Context: an optimization exercise on an open-source flow, tuned for small area. The choices shown serve that exercise and are no tape-out recipe.
Where RTL was checked, it was by simulation tests only, not by an equivalence proof against the original.
Power figures rest on the tool's default switching activity, not on a simulated workload.

## run 3
==> module count, before the edit <==
module count(
    input clk,
    input rst_n,
    input tick,              
    input run,
    input in_tuning,
    input in_atuning,
    input k_confirm,
    input e_neg,             
    input [17:0] abs_c,      
    input [17:0] abs_a,      
    input started,           
    output reg [16:0] cnt_j,
    output reg [16:0] cnt_alm,
    output reg reach
);
    localparam [16:0] MIDNIGHT = {5'd24, 6'd0, 6'd0};
    reg [16:0] cnt_i;
    reg [16:0] cnt_tmp;
    wire [16:0] x = ({17{in_tuning}} & cnt_i) | ({17{in_atuning}} & cnt_tmp);
    wire [17:0] a = ({18{in_tuning}} & abs_c) | ({18{in_atuning}} & abs_a);
    wire [16:0] r;
    wire bad;
    alarm u_add (.x(x), .a(a), .sub(e_neg ^ a[17]), .r(r), .bad(bad));
    wire cs = &{cnt_i[5:3], cnt_i[1:0]};
    wire cm = cs & (&{cnt_i[11:9], cnt_i[7:6]});
    wire [16:0] cnt_inc = {cm ? cnt_i[16:12] + 5'd1 : cnt_i[16:12],
                           cs ? (cm ? 6'd0 : cnt_i[11:6] + 6'd1) : cnt_i[11:6],
                           cs ? 6'd0 : cnt_i[5:0] + 6'd1};
    wire at_mid = cnt_i[16] & cnt_i[15];
    always @(posedge clk or negedge rst_n) begin
        if (!rst_n) begin
            cnt_i <= 17'd0;
            cnt_j <= 17'd0;
            cnt_tmp <= MIDNIGHT;
        end
        else begin
            if (in_tuning && k_confirm)
                cnt_i <= cnt_j;
            else if (tick) begin
                if (at_mid)
                    cnt_i <= 17'd0;
                else if (run)
                    cnt_i <= cnt_inc;
            end
            if (!in_tuning)
                cnt_j <= cnt_i;
            else if (!bad)
                cnt_j <= r;
            if (in_atuning && k_confirm)
                cnt_tmp <= cnt_alm;
        end
    end
    always @(posedge clk) begin
        if (!in_atuning)
            cnt_alm <= cnt_tmp;
        else
            cnt_alm <= bad ? MIDNIGHT : r;
        reach <= started & (cnt_j == cnt_alm);
    end
endmodule
Settings: LEC_CHECK=0, CAP_MARGIN=20, CORE_MARGIN=2, CORE_UTILIZATION=40, CTS_BUF_LIST=sky130_fd_sc_hd__clkbuf_16, CTS_CLUSTER_DIAMETER=110, CTS_CLUSTER_SIZE=30, SLEW_MARGIN=20; clock period 20.0 ns.
run.sh (not shown) runs the stock make flow with config.mk's settings and CLKGATE_MAP_FILE= SYNTH_SCRIPT=/design/flow/synth_recipe.tcl, a recipe that flattens the netlist after the stock synthesis.
--- input diff run 3..run 4 ---
diff --git a/flow/design.v b/flow/design.v
--- a/flow/design.v
+++ b/flow/design.v
@@ -143,7 +143,6 @@
         if (!rst_n) begin
             cnt_i <= 17'd0;
             cnt_j <= 17'd0;
-            cnt_tmp <= MIDNIGHT;
         end
         else begin
             if (in_tuning && k_confirm)
@@ -158,11 +157,15 @@
                 cnt_j <= cnt_i;
             else if (!bad)
                 cnt_j <= r;
-            if (in_atuning && k_confirm)
-                cnt_tmp <= cnt_alm;
         end
     end
     always @(posedge clk) begin
+        if (~started)
+            cnt_tmp <= MIDNIGHT;
+        else if (in_atuning && k_confirm)
+            cnt_tmp <= cnt_alm;
+    end
+    always @(posedge clk) begin
         if (!in_atuning)
             cnt_alm <= cnt_tmp;
         else
Changes observed in run 4 relative to run 3: routed wire length has increased; power has decreased.
Run 4 against run 3: total I/O pin count barely changed; proportion of final cell area spent on non-clock buffers climbed 0.27 points; synthesized area dropped 2.3%; sum of met3 wire segment lengths after detailed routing climbed about 23%; required time at the endpoint of the critical path climbed 0.03 ns.

========
nickel:
Another version of the RTL of seg_led_top (not shown whole).
Size: roughly 1400 cells after synthesis, ~240 flip-flops, ~0.013 mm² of cells after synthesis.
==> module seg_led, before the edit <==
module seg_led(
    input clk,
    input rst_n,
    input p43,
    input p0,
    input rot,
    input alarm_next,
    input [16:0] cnt_j,
    input [16:0] cnt_alm,
    output [5:0] seg_sel,
    output [7:0] seg_led
);
    reg [2:0] cs;
    assign seg_sel = {cs != 3'd5, cs != 3'd4, cs != 3'd3, cs != 3'd2, cs != 3'd1, cs != 3'd0};
    reg [16:0] samp;
    reg [16:0] disp;
    reg [3:0] dig;
    reg dot;
    wire [4:0] jh = (cnt_j[16:12] == 5'd24) ? 5'd0 : cnt_j[16:12];
    wire [16:0] v = alarm_next ? cnt_alm : {jh, cnt_j[11:0]};
    wire sel_s = ~cs[2] & ~cs[1];
    wire sel_m = ~cs[2] & cs[1];
    wire sel_h = cs[2] & ~cs[1];
    wire sel_tens = cs[0];
    wire [5:0] fld = ({6{sel_s}} & disp[5:0]) | ({6{sel_m}} & disp[11:6]) | ({6{sel_h}} & {1'b0, disp[16:12]});
    wire [3:0] digit = sel_tens ? fld / 6'd10 : fld % 6'd10;
    wire started = ~(&cs);           
    reg [6:0] pat;
    always @(*) begin
        case (dig)
            4'd0: pat = 7'b1000000;
            4'd1: pat = 7'b1111001;
            4'd2: pat = 7'b0100100;
            4'd3: pat = 7'b0110000;
            4'd4: pat = 7'b0011001;
            4'd5: pat = 7'b0010010;
            4'd6: pat = 7'b0000010;
            4'd7: pat = 7'b1111000;
            4'd8: pat = 7'b0000000;
            4'd9: pat = 7'b0010000;
            default: pat = 7'b1111111;
        endcase
    end
    assign seg_led = {dot, pat};
    always @(posedge clk or negedge rst_n) begin
        if (!rst_n) begin
            samp <= 17'd0;
            disp <= 17'd0;
            cs <= 3'd7;
            dig <= 4'hf;
            dot <= 1'b1;
        end
        else begin
            if (p43) begin
                samp <= v;
                disp <= samp;
            end
            if (rot)
                cs <= (cs[2] & cs[0]) ? 3'd0 : cs + 3'd1;
            if (!(p0 && started)) begin
                dig <= digit;
                dot <= ~(cs == 3'd2 || cs == 3'd4);
            end
        end
    end
endmodule
clock: 20.0 ns
lec_check: 0
cap_margin: 20
core_margin: 2
core_utilization: 40
cts_buf_list: sky130_fd_sc_hd__clkbuf_16
cts_cluster_diameter: 100
cts_cluster_size: 24
slew_margin: 20
nickel was carried through to the last stage, and its layout satisfied the timing, design-rule and antenna checks.
--- input diff nickel..tundra ---
-- flow/design.v --
<<< nickel, line 313
    input [16:0] cnt_j,
    input [16:0] cnt_alm,
    output [5:0] seg_sel,
    output [7:0] seg_led
);
    reg [2:0] cs;
    assign seg_sel = {cs != 3'd5, cs != 3'd4, cs != 3'd3, cs != 3'd2, cs != 3'd1, cs != 3'd0};
    reg [16:0] samp;
    reg [16:0] disp;
>>> tundra, line 313
    input [16:0] cnt_j,
    input [16:0] cnt_alm,
    output reg [5:0] seg_sel,
    output [7:0] seg_led
);
    reg [16:0] samp;
    reg [16:0] disp;
<<< nickel, line 324
    wire [4:0] jh = (cnt_j[16:12] == 5'd24) ? 5'd0 : cnt_j[16:12];
    wire [16:0] v = alarm_next ? cnt_alm : {jh, cnt_j[11:0]};
    wire sel_s = ~cs[2] & ~cs[1];
    wire sel_m = ~cs[2] & cs[1];
    wire sel_h = cs[2] & ~cs[1];
    wire sel_tens = cs[0];
    wire [5:0] fld = ({6{sel_s}} & disp[5:0]) | ({6{sel_m}} & disp[11:6]) | ({6{sel_h}} & {1'b0, disp[16:12]});
    wire [3:0] digit = sel_tens ? fld / 6'd10 : fld % 6'd10;
    wire started = ~(&cs);           
    reg [6:0] pat;
    always @(*) begin
>>> tundra, line 322
    wire [4:0] jh = (cnt_j[16:12] == 5'd24) ? 5'd0 : cnt_j[16:12];
    wire [16:0] v = alarm_next ? cnt_alm : {jh, cnt_j[11:0]};
    wire sel_s = ~seg_sel[0] | ~seg_sel[1];
    wire sel_m = ~seg_sel[2] | ~seg_sel[3];
    wire sel_h = ~seg_sel[4] | ~seg_sel[5];
    wire sel_tens = ~seg_sel[1] | ~seg_sel[3] | ~seg_sel[5];
    wire [5:0] fld = ({6{sel_s}} & disp[5:0]) | ({6{sel_m}} & disp[11:6]) | ({6{sel_h}} & {1'b0, disp[16:12]});
    wire [3:0] digit = sel_tens ? fld / 6'd10 : fld % 6'd10;
    wire started = ~(&seg_sel);      
    reg [6:0] pat;
    always @(*) begin
<<< nickel, line 352
            samp <= 17'd0;
            disp <= 17'd0;
            cs <= 3'd7;
            dig <= 4'hf;
            dot <= 1'b1;
>>> tundra, line 350
            samp <= 17'd0;
            disp <= 17'd0;
            seg_sel <= 6'b111111;
            dig <= 4'hf;
            dot <= 1'b1;
<<< nickel, line 362
            end
            if (rot)
                cs <= (cs[2] & cs[0]) ? 3'd0 : cs + 3'd1;
            if (!(p0 && started)) begin
                dig <= digit;
                dot <= ~(cs == 3'd2 || cs == 3'd4);
            end
        end
>>> tundra, line 360
            end
            if (rot)
                seg_sel <= {seg_sel[4:0], seg_sel[5] & started};
            if (!(p0 && started)) begin
                dig <= digit;
                dot <= seg_sel[2] & seg_sel[4];
            end
        end
==> comparison <==
- nickel and tundra ended up with roughly the same sequential share of layout area.
- Design area: tundra worse than nickel
- Adder-cell area share of the yosys netlist: tundra vs nickel down 0.60 points
- On hold slack: tundra sits below nickel.
- nickel → tundra: final critical-path share of the clock period decreased by 1.4 points relative to the old numbers, fmax moved up, core utilization of the finished layout decreased by 0.31 points relative to the old numbers, post-detailed-routing wire length higher, simple-gate share of the synthesized area +0.61 points.
- tundra against nickel: overall power of the completed layout increased about 50%, worst-case setup margin in the final layout increased 280 ps, via count of the first global-routing pass increased 2.0%.
- tundra: full flow OK, the timing, design-rule and antenna checks passed
- Higher global-route usage was reported by tundra, not nickel.
No functional check of the RTL was part of any run of this note.

afterwards: timing with drivers on the ports:
The results above use ideal ports. As a check the final layouts listed here were re-extracted and re-timed, cells and wires unchanged.
Step 1, drivers: a clkbuf_16 drives sys_clk and a buf_2 each remaining input, both assumed.
Step 2 also shifts input and output timing later by t, the mid clock arrival at the registers, as if the neighbouring blocks saw the same clock.
a / b / c = no drivers / after step 1 / after step 2; a / b = the first two.
run | t (ns) | slack for setup (ns) | worst setup path at the end | worst register clock-pin slew, ns
run 3 | 0.525 | 9.111 / 9.111 / 9.111 | register to register | 0.12 / 0.12
run 4 | 0.528 | 8.357 / 8.357 / 8.357 | register to register | 0.12 / 0.12
nickel | 0.526 | 11.120 / 11.120 / 11.120 | register to register | 0.10 / 0.10
tundra | 0.545 | 11.404 / 11.404 / 11.404 | register to register | 0.10 / 0.10
After both steps setup and hold are still met in every run listed.
